What follows belongs to an exercise in optimizing a design on an open flow for small area, a short achievable clock period and few clock cycles; a production flow would make more cautious choices. Where RTL was checked, it was by simulation tests only, not by an equivalence proof against the original. Power figures rest on the tool's default switching activity, not on a simulated workload.

## sierra
==> flow/design.v (excerpt) <==
module MU0 ( Addr, Dout, Halted, Rd, Wr, cc, fetch, regC, Clk, Din,
     Reset, srcC );
For scale: about 330 cells after synthesis, roughly 70 I/O pins, ~0.0024 sq mm of cells after synthesis.
clock: 10.0 ns
lec_check: 0
cap_margin: 20
core_margin: 2
core_utilization: 55
slew_margin: 20
standard.sh (not shown) runs the stock make flow with config.mk's settings and CLKGATE_MAP_FILE= SYNTH_SCRIPT=/design/flow/synth_recipe.tcl, a recipe that flattens the netlist after the stock synthesis.
==> flow/flow/run.sh <==
#!/bin/bash
# Standard ORFS layout in parts:
#  1. the standard synthesis; flow/remap.sh then re-maps its combinational
#     logic for area (flip-flops unchanged);
#  2. floorplan and placement; flow/size_io.tcl then sizes the port buffers
#     on the paths from the inputs straight to the outputs (srcC to regC,
#     Reset to Rd and fetch);
#  3. clock tree, routing and the rest.
# Each step's full output is in its own .log file here.
# Ports are buffered with buf_1; timing repair aims at a 5.3 ns setup margin.
set -euo pipefail
K=("SETUP_SLACK_MARGIN=5.3" "BUFFER_PORTS_ARGS=-buffer_cell sky130_fd_sc_hd__buf_1" "CTS_ARGS=-sink_clustering_enable -repair_clock_nets -dont_use_dummy_load -buf_list sky130_fd_sc_hd__clkbuf_8")
R=orfs/results/$FLOW_PLATFORM/MU0/base
bash standard.sh "${K[@]}" synth > standard_synth.log 2>&1
cp $R/1_2_yosys.v standard_1_2_yosys.v
bash flow/remap.sh standard_1_2_yosys.v $R/1_2_yosys.v > remap.log 2>&1
rm -f $R/1_synth.odb $R/1_synth.sdc
bash standard.sh "${K[@]}" place > standard_place.log 2>&1
openroad -no_init -exit flow/size_io.tcl > size_io.log 2>&1
bash standard.sh "${K[@]}" finish > standard_finish.log 2>&1
==> flow/flow/remap.sh <==
#!/bin/bash
# Re-map the combinational logic of the standard synthesis netlist with ABC
# for area (flow/remap.abc). The flip-flops stay the cells and names the
# standard synthesis gave them: the combinational cells are read as their
# liberty functions and flattened into gates, while the flip-flops and tie
# cells stay black boxes, and ABC maps only the gates. The cells on the
# short paths from the inputs straight to the outputs (srcC to regC, Reset
# to Rd and fetch) are kept as the standard synthesis mapped them.
# usage: flow/remap.sh NETLIST_IN NETLIST_OUT
set -euo pipefail
LIB=$FLOW_HOME/platforms/$FLOW_PLATFORM/lib/sky130_fd_sc_hd__tt_025C_1v80.lib
python3 flow/cellmodels.py $LIB > remap_models.v
cat > remap.ys <<EOY
read_verilog remap_models.v
read_liberty -lib -ignore_redef $LIB
read_verilog $1
hierarchy -top $FLOW_TOP
cd $FLOW_TOP
select -set fwd w:srcC w:Reset %u %co5
select -set bwd w:regC w:Halted %u w:Rd %u w:fetch %u %ci5
select -set keep @fwd @bwd %i t:sky130_fd_sc_hd__df* %d
setattr -set keep_hierarchy 1 @keep
cd
flatten
opt -purge
techmap
opt -fast -purge
abc -liberty $LIB -script flow/remap.abc -dont_use *probe* -dont_use *lpflow*
opt_clean -purge
blackbox sky130_fd_sc_hd__*
stat -liberty $LIB
write_verilog -noattr -nohex -nodec $2
EOY
yosys -l remap_yosys.log remap.ys > /dev/null
Other scripts of this flow, unchanged in this note and not shown: flow/flow/cellmodels.py, flow/flow/remap.abc, flow/flow/size_io.tcl
sierra: PASS, flow complete, no timing, DRC or antenna violations
Testbench counts of sierra, summed over its fixed seeds: cycles 63,739.
--- input diff sierra..amber ---
--- a/flow/flow/run.sh
+++ b/flow/flow/run.sh
@@ -11,3 +11,3 @@
 set -euo pipefail
-K=("SETUP_SLACK_MARGIN=5.3" "BUFFER_PORTS_ARGS=-buffer_cell sky130_fd_sc_hd__buf_1" "CTS_ARGS=-sink_clustering_enable -repair_clock_nets -dont_use_dummy_load -buf_list sky130_fd_sc_hd__clkbuf_8")
+K=("SETUP_SLACK_MARGIN=5.45" "BUFFER_PORTS_ARGS=-buffer_cell sky130_fd_sc_hd__buf_1" "CTS_ARGS=-sink_clustering_enable -repair_clock_nets -dont_use_dummy_load -buf_list sky130_fd_sc_hd__clkbuf_8")
 R=orfs/results/$FLOW_PLATFORM/MU0/base
--- a/flow/flow/remap.sh
+++ b/flow/flow/remap.sh
@@ -5,5 +5,5 @@
 # liberty functions and flattened into gates, while the flip-flops and tie
-# cells stay black boxes, and ABC maps only the gates. The cells on the
-# short paths from the inputs straight to the outputs (srcC to regC, Reset
-# to Rd and fetch) are kept as the standard synthesis mapped them.
+# cells stay black boxes, and ABC maps only the gates. The multiplexers
+# that srcC selects regC with (mux2i and nor2 cells between srcC and regC)
+# are kept as the standard synthesis mapped them, for speed.
 # usage: flow/remap.sh NETLIST_IN NETLIST_OUT
@@ -18,5 +18,5 @@
 cd $FLOW_TOP
-select -set fwd w:srcC w:Reset %u %co5
-select -set bwd w:regC w:Halted %u w:Rd %u w:fetch %u %ci5
-select -set keep @fwd @bwd %i t:sky130_fd_sc_hd__df* %d
+select -set fwd w:srcC %co5
+select -set bwd w:regC %ci5
+select -set keep @fwd @bwd %i t:sky130_fd_sc_hd__mux2i* t:sky130_fd_sc_hd__nor2_* %u %i
 setattr -set keep_hierarchy 1 @keep
Notes after the runs:
amber: full flow OK, the timing, design-rule and antenna checks passed. Summary: with sierra as the reference, synthesized area in amber moved down by a few percent. When amber is measured against sierra, its number of placed cells counting well taps turns out 4.9% lower. amber ends up with a share of total power in combinational logic that is 6.7 points higher than in sierra. amber — power 16% higher, sierra as reference. amber vs sierra: power attributed to combinational cells up by more than a quarter.
## Diff of input files: nickel against amber
Settings: CORE_UTILIZATION now 45, was 55.
--- a/flow/flow/run.sh
+++ b/flow/flow/run.sh
@@ -11,3 +11,3 @@
 set -euo pipefail
-K=("SETUP_SLACK_MARGIN=5.45" "BUFFER_PORTS_ARGS=-buffer_cell sky130_fd_sc_hd__buf_1" "CTS_ARGS=-sink_clustering_enable -repair_clock_nets -dont_use_dummy_load -buf_list sky130_fd_sc_hd__clkbuf_8")
+K=("SETUP_SLACK_MARGIN=5.3" "BUFFER_PORTS_ARGS=-buffer_cell sky130_fd_sc_hd__buf_1" "CTS_ARGS=-sink_clustering_enable -repair_clock_nets -dont_use_dummy_load -buf_list sky130_fd_sc_hd__clkbuf_8")
 R=orfs/results/$FLOW_PLATFORM/MU0/base
--- a/flow/flow/remap.sh
+++ b/flow/flow/remap.sh
@@ -5,5 +5,5 @@
 # liberty functions and flattened into gates, while the flip-flops and tie
-# cells stay black boxes, and ABC maps only the gates. The multiplexers
-# that srcC selects regC with (mux2i and nor2 cells between srcC and regC)
-# are kept as the standard synthesis mapped them, for speed.
+# cells stay black boxes, and ABC maps only the gates. The cells on the
+# short paths from the inputs straight to the outputs (srcC to regC, Reset
+# to Rd and fetch) are kept as the standard synthesis mapped them.
 # usage: flow/remap.sh NETLIST_IN NETLIST_OUT
@@ -18,5 +18,5 @@
 cd $FLOW_TOP
-select -set fwd w:srcC %co5
-select -set bwd w:regC %ci5
-select -set keep @fwd @bwd %i t:sky130_fd_sc_hd__mux2i* t:sky130_fd_sc_hd__nor2_* %u %i
+select -set fwd w:srcC w:Reset %u w:Din %u %co3
+select -set bwd w:regC w:Halted %u w:Rd %u w:fetch %u %ci3
+select -set keep @fwd @bwd %i t:sky130_fd_sc_hd__df* %d
 setattr -set keep_hierarchy 1 @keep
--- outcome ---
- Non-filler instance count after layout went up by a few percent going from amber to nickel.
- Wire length of the first global-routing pass in nickel is 380 um above amber.
- Routed wire length: nickel vs amber up 5.3%
- nickel against amber: upper clock frequency limit fell 0.0037 GHz; clock share of power rose 1.0 points.
- Comparing overall routing resource usage for amber and nickel, the smaller number came from nickel.
- Fraction of standard cell area in multi-input logic down 0.45 points in nickel wrt amber
- On clock power, amber tracks nickel almost exactly.
- nickel against amber: ratio of total power to cell area fell 1.3%, worst slew margin relative to its limit fell 3.2 points.
- nickel vs amber, height of the chip went up by 9.6%.

---

Setup of red:
MU0, a different RTL version from the one above (not shown whole).
Size: ~380 cells after synthesis.
// MU0
module MU0 ( Addr, Dout, Halted, Rd, Wr, cc, fetch, regC, Clk, Din,
     Reset, srcC );
==> flow/config.mk <==
export PLATFORM = sky130hd
export DESIGN_NAME = MU0
export DESIGN_NICKNAME = MU0
export VERILOG_FILES = /design/flow/design.v
export SDC_FILE = /design/flow/constraint.sdc
export NUM_CORES = 4
export LEC_CHECK = 0
export CAP_MARGIN = 20
export CORE_MARGIN = 2
export CORE_UTILIZATION = 70
export SLEW_MARGIN = 20
==> flow/constraint.sdc <==
create_clock -name core_clock -period 10.0 [get_ports {Clk}]
set_input_delay 2.0000 -clock core_clock [delete_from_list [all_inputs] [get_ports {Clk}]]
set_output_delay 2.0000 -clock core_clock [all_outputs]
set_load 0.01 [all_outputs]
==> flow/flow/run.sh <==
#!/bin/bash
# Standard ORFS layout in parts:
#  1. the standard synthesis; flow/remap.sh then re-maps its combinational
#     logic for area (flip-flops unchanged);
#  2. floorplan and placement; flow/size_io.tcl then sizes the port buffers
#     on the paths from the inputs straight to the outputs (srcC to regC,
#     Reset and Din to the bus controls);
#  3. clock tree, routing and the rest.
# Ports are buffered with buf_1; timing repair aims at a 5.3 ns setup margin.
set -euo pipefail
K=("SETUP_SLACK_MARGIN=5.3" "BUFFER_PORTS_ARGS=-buffer_cell sky130_fd_sc_hd__buf_1" "CTS_ARGS=-sink_clustering_enable -repair_clock_nets -dont_use_dummy_load -buf_list sky130_fd_sc_hd__clkbuf_8")
R=orfs/results/$FLOW_PLATFORM/MU0/base
bash standard.sh "${K[@]}" synth > standard_synth.log 2>&1
cp $R/1_2_yosys.v standard_1_2_yosys.v
bash flow/remap.sh standard_1_2_yosys.v $R/1_2_yosys.v > remap.log 2>&1
rm -f $R/1_synth.odb $R/1_synth.sdc
bash standard.sh "${K[@]}" place > standard_place.log 2>&1
openroad -no_init -exit flow/size_io.tcl > size_io.log 2>&1
bash standard.sh "${K[@]}" finish > standard_finish.log 2>&1
==> flow/flow/remap.abc <==
strash
dch -f
map -a
topo
Other scripts of this flow, unchanged in this note and not shown: flow/flow/cellmodels.py, flow/flow/remap.sh, flow/flow/size_io.tcl
As the logs show, red stopped at global routing (5_1_grt) after a tool error, so it never reached the end of the flow.
Testbench counts of red, summed over its fixed seeds: cycles 63,547.
Here is what was changed in the inputs of blue compared with red.
# red
export LEC_CHECK = 0
export CAP_MARGIN = 20
export CORE_MARGIN = 2
export CORE_UTILIZATION = 70
export SLEW_MARGIN = 20
create_clock -name core_clock -period 10.0 [get_ports {Clk}]
# blue
export LEC_CHECK = 0
export CAP_MARGIN = 20
export CORE_MARGIN = 2
export CORE_UTILIZATION = 55
export SLEW_MARGIN = 20
create_clock -name core_clock -period 10.0 [get_ports {Clk}]
### Flow results
Delta (blue minus red): number of cells in the design after placement now larger; cell area reported after detailed placement now sits at about the same level; number of nets in the synthesized netlist barely changed; number of buffers added to fix hold violations after cts did not really move; standard-cell row count now sits higher.
blue has completed all stages; timing, DRC and antenna checks passed.
For green, these inputs were changed with respect to blue:
# blue
export LEC_CHECK = 0
export CAP_MARGIN = 20
export CORE_MARGIN = 2
export CORE_UTILIZATION = 55
export SLEW_MARGIN = 20
create_clock -name core_clock -period 10.0 [get_ports {Clk}]
# green
export LEC_CHECK = 0
export CAP_MARGIN = 20
export CORE_MARGIN = 2
export CORE_UTILIZATION = 70
export SLEW_MARGIN = 20
create_clock -name core_clock -period 10.0 [get_ports {Clk}]
==> flow/flow/remap.abc <==
strash
dch -f
amap
topo
==> comparison <==
Combinational power grows by more than 100% when moving from blue to green.
Relative to blue, met3 usage in global routing increased by 3.8 points in green.
Sort green and blue by total power asc -> top: blue
Compared to blue, green was floorplanned on a smaller die.
Comparing non-clock buffer count for green and blue, the smaller number came from blue.
green vs blue on hold slack: green is the higher one.
Looking at layout-stage area growth over the synthesis result, green sits 2.9 points above blue.

---

north:
Another version of the RTL of MU0 (not shown whole).
Size in the first run: about 290 cells after synthesis, roughly 44 flip-flops, ~2700 um^2 of cells after synthesis.
==> flow/config.mk <==
export PLATFORM = sky130hd
export DESIGN_NAME = MU0
export DESIGN_NICKNAME = MU0
export VERILOG_FILES = /design/flow/design.v
export SDC_FILE = /design/flow/constraint.sdc
export NUM_CORES = 4
export LEC_CHECK = 0
export CAP_MARGIN = 20
export CORE_MARGIN = 2
export CORE_UTILIZATION = 70
export SLEW_MARGIN = 20
==> flow/constraint.sdc <==
create_clock -name core_clock -period 10.0 [get_ports {Clk}]
set_input_delay 2.0000 -clock core_clock [delete_from_list [all_inputs] [get_ports {Clk}]]
set_output_delay 2.0000 -clock core_clock [all_outputs]
set_load 0.01 [all_outputs]
==> flow/flow/run.sh <==
#!/bin/bash
# Standard ORFS layout in two parts. Between placement and clock tree
# synthesis, flow/size_io.tcl sizes the port buffers on the paths from the
# inputs straight to the outputs (srcC to regC, Reset and Din to the bus
# controls). Ports are buffered with buf_1 first; timing repair then aims
# at a 5 ns setup margin.
set -euo pipefail
K=("SETUP_SLACK_MARGIN=5.3" "BUFFER_PORTS_ARGS=-buffer_cell sky130_fd_sc_hd__buf_1" "CTS_ARGS=-sink_clustering_enable -repair_clock_nets -dont_use_dummy_load -sink_clustering_size 50 -sink_clustering_max_diameter 1000 -buf_list sky130_fd_sc_hd__clkbuf_8 -root_buf sky130_fd_sc_hd__clkbuf_8")
bash standard.sh "${K[@]}" place > standard_place.log 2>&1
openroad -no_init -exit flow/size_io.tcl > size_io.log 2>&1
bash standard.sh "${K[@]}" finish > standard_finish.log 2>&1
==> flow/flow/size_io.tcl <==
set ::sizes {regC* sky130_fd_sc_hd__buf_2 Halted sky130_fd_sc_hd__buf_2 Rd sky130_fd_sc_hd__buf_2 fetch sky130_fd_sc_hd__buf_2 srcC* sky130_fd_sc_hd__buf_4}
# Resize the port buffers of the input-to-output paths in the placed design,
# then legalise the placement again.
set p $::env(FLOW_HOME)/platforms/$::env(FLOW_PLATFORM)
set r orfs/results/$::env(FLOW_PLATFORM)/MU0/base
read_lef $p/lef/sky130_fd_sc_hd.tlef
read_lef $p/lef/sky130_fd_sc_hd_merged.lef
read_liberty $p/lib/sky130_fd_sc_hd__tt_025C_1v80.lib
read_db $r/3_place.odb
read_sdc $r/3_place.sdc
source $p/setRC.tcl
estimate_parasitics -placement
report_checks -path_delay max -group_path_count 5 -format end
# the buffer on a port: the cell its net drives (input) or is driven by (output)
proc size_port {pattern cell} {
  set block [ord::get_db_block]
  foreach bt [$block getBTerms] {
    set name [$bt getName]
    if {![string match $pattern $name]} continue
    set want [expr {[$bt getIoType] eq "OUTPUT" ? "OUTPUT" : "INPUT"}]
    foreach it [[$bt getNet] getITerms] {
      if {[$it getIoType] ne $want} continue
      set inst [[$it getInst] getName]
      puts "$name: $inst [[[$it getInst] getMaster] getName] -> $cell"
      replace_cell [get_cells $inst] $cell
    }
  }
}
foreach {port cell} $::sizes { size_port $port $cell }
estimate_parasitics -placement
report_checks -path_delay max -group_path_count 5 -format end
report_checks -path_delay max
detailed_placement
check_placement -verbose
write_db $r/3_place.odb
The following lists how south was set up differently from north:
-- flow/flow/run.sh --
<<< north, line 8
K=("SETUP_SLACK_MARGIN=5.3" "BUFFER_PORTS_ARGS=-buffer_cell sky130_fd_sc_hd__buf_1" "CTS_ARGS=-sink_clustering_enable -repair_clock_nets -dont_use_dummy_load -sink_clustering_size 50 -sink_clustering_max_diameter 1000 -buf_list sky130_fd_sc_hd__clkbuf_8 -root_buf sky130_fd_sc_hd__clkbuf_8")
>>> south, line 8
K=("SETUP_SLACK_MARGIN=5.6" "BUFFER_PORTS_ARGS=-buffer_cell sky130_fd_sc_hd__buf_1" "CTS_ARGS=-sink_clustering_enable -repair_clock_nets -dont_use_dummy_load")
### Flow results
- Compared north against south; total of buffers placed on input and output ports within noise.
- south terminated abnormally: global routing (5_1_grt) reported GRT-0232.
- Delta (south minus north): number of setup buffers added after CTS +3, post-CTS resize count +33.
- Re multiplexer share of the synthesized area: no difference whatsoever between south and north.
- Total CTS buffers came out exactly the same in south and north.
- Delta (south minus north): total instance count after detailed placement neither gained nor lost much, routability-driven placement congestion ratio lost about 8%.
Setup changes, south to east
==> flow/flow/run.sh <==
#!/bin/bash
set -euo pipefail
bash standard.sh "SETUP_SLACK_MARGIN=5" "BUFFER_PORTS_ARGS=-buffer_cell sky130_fd_sc_hd__buf_1" finish > standard.log 2>&1
removed: flow/flow/size_io.tcl
### Flow results
- east finished end to end and its layout was clean on timing, DRC and antenna.
- east vs. south: placer congestion estimate went up, number of cells produced by synthesis did not really move, post-cts sizing count went down.
- Reported for east and south, fraction of the mapped netlist area in simple logic gates turned out identical to the last digit.
- Buffer count from post-CTS setup fixing: east and south compared, lower one is east
- Reported for east and south, total of flip-flops plus latches after synthesis turned out identical to the last digit.
- Between east and south, the difference in placed instance count is negligible.
- Re average size of a mapped cell: no difference whatsoever between east and south.
- Diff east..south | number of input and output port buffers inserted | unchanged
- In east relative to south, total placed instance area had gone down by a few percent.
- Setup slack after placement | east below south
For west, these inputs were changed with respect to east:
==> flow/flow/run.sh <==
#!/bin/bash
# Standard ORFS layout in two parts. Between placement and clock tree
# synthesis, flow/size_io.tcl sizes the port buffers on the paths from the
# inputs straight to the outputs (srcC to regC, Reset and Din to the bus
# controls). Ports are buffered with buf_1 first; timing repair then aims
# at a 5 ns setup margin.
set -euo pipefail
K=("SETUP_SLACK_MARGIN=5.3" "BUFFER_PORTS_ARGS=-buffer_cell sky130_fd_sc_hd__buf_1" "CTS_ARGS=-sink_clustering_enable -repair_clock_nets -dont_use_dummy_load")
bash standard.sh "${K[@]}" place > standard_place.log 2>&1
openroad -no_init -exit flow/size_io.tcl > size_io.log 2>&1
bash standard.sh "${K[@]}" finish > standard_finish.log 2>&1
==> flow/flow/size_io.tcl (new file) <==
set ::sizes {regC* sky130_fd_sc_hd__buf_2 Halted sky130_fd_sc_hd__buf_2 Rd sky130_fd_sc_hd__buf_2 fetch sky130_fd_sc_hd__buf_2 srcC* sky130_fd_sc_hd__buf_4}
# Resize the port buffers of the input-to-output paths in the placed design,
# then legalise the placement again.
set p $::env(FLOW_HOME)/platforms/$::env(FLOW_PLATFORM)
set r orfs/results/$::env(FLOW_PLATFORM)/MU0/base
read_lef $p/lef/sky130_fd_sc_hd.tlef
read_lef $p/lef/sky130_fd_sc_hd_merged.lef
read_liberty $p/lib/sky130_fd_sc_hd__tt_025C_1v80.lib
read_db $r/3_place.odb
read_sdc $r/3_place.sdc
source $p/setRC.tcl
estimate_parasitics -placement
report_checks -path_delay max -group_path_count 5 -format end
# the buffer on a port: the cell its net drives (input) or is driven by (output)
proc size_port {pattern cell} {
  set block [ord::get_db_block]
  foreach bt [$block getBTerms] {
    set name [$bt getName]
    if {![string match $pattern $name]} continue
    set want [expr {[$bt getIoType] eq "OUTPUT" ? "OUTPUT" : "INPUT"}]
    foreach it [[$bt getNet] getITerms] {
      if {[$it getIoType] ne $want} continue
      set inst [[$it getInst] getName]
      puts "$name: $inst [[[$it getInst] getMaster] getName] -> $cell"
      replace_cell [get_cells $inst] $cell
    }
  }
}
foreach {port cell} $::sizes { size_port $port $cell }
estimate_parasitics -placement
report_checks -path_delay max -group_path_count 5 -format end
report_checks -path_delay max
detailed_placement
check_placement -verbose
write_db $r/3_place.odb
Results
- east completed; timing, DRC and antenna clean
- Looking at the reports, west completed the entire flow and the layout it produced met the timing, design-rule and antenna checks.
- west vs. east: worst slew slack as a fraction of its limit now larger; sequential share of layout area has decreased; total non-filler cell area in the finished layout +1.4%; share of cell area taken by multi-input logic gates picked up an extra 1.4 points; layout overhead on the synthesized area now larger.
- Against east, peak supply drop in west fell by more than 10%.
- Summary of west over east: total length of routed met3 wires -11%, first-pass GRT wire length grew by 250 um.
- HPWL reported at the end of detailed placement (west over east): increase, 1.7%
- Core util | west vs east | west higher
- | worst hold-check slack | west vs east | worse |
Edits applied to the flow inputs when going from west to middle:
-- flow/flow/run.sh --
<<< west, line 8
K=("SETUP_SLACK_MARGIN=5.3" "BUFFER_PORTS_ARGS=-buffer_cell sky130_fd_sc_hd__buf_1" "CTS_ARGS=-sink_clustering_enable -repair_clock_nets -dont_use_dummy_load")
>>> middle, line 8
K=("SETUP_SLACK_MARGIN=5.3" "BUFFER_PORTS_ARGS=-buffer_cell sky130_fd_sc_hd__buf_1" "CTS_ARGS=-sink_clustering_enable -repair_clock_nets -dont_use_dummy_load -buf_list sky130_fd_sc_hd__clkbuf_16 -root_buf sky130_fd_sc_hd__clkbuf_16")
Both conditions hold for middle: the flow ran to the end and the final layout passed the timing, design-rule and antenna checks. The final worst slack of west and that of middle are within noise of each other. When middle is set beside west, its portion of total power attributed to sequential cells turns out to be 4.7 points smaller. Register-to-register slack came out lower on middle than on west. Number of non-filler instances in the completed layout: lower on west. Taking west as the reference, in middle routed wire length now sits higher, final non-filler cell area rose by 2.6%.
Function was not checked in any run of this note: the RTL went through the layout flow alone.

## what the ideal ports hide
The flow's constraints put no driver on any port. The routed layouts listed below were extracted and timed again, unchanged, in two steps. Step 1: set_driving_cell puts a clkbuf_16 on Clk and a buf_2 on each other input, an assumption about the parent block. Step 2 times the ports against the registers' clock, not the clock port: input delays grow and output delays shrink by t, the midpoint of the rising clock arrivals with the driver on. a / b / c = ideal / step 1 / step 2; a / b = the first two.
run	shift t [ns]	setup slack, ns	pins driven straight from the clock port
sierra	0.316	5.362 / 5.316 / 5.286	1
amber	0.319	5.447 / 5.273 / 5.273	1
nickel	0.316	5.370 / 5.329 / 5.089	1
blue	0.314	5.096 / 5.067 / 5.253	1
green	0.334	4.862 / 4.838 / 4.561	1
north	0.319	5.334 / 5.267 / 5.126	1
east	0.323	5.049 / 5.002 / 4.979	1
west	0.319	5.334 / 5.267 / 5.126	1
middle	0.314	5.336 / 5.281 / 5.146	1
After both steps every run listed still meets setup and hold. For green, which loses most, drivers alone change the setup slack by -0.024 ns; drivers and shift together by -0.301 ns.
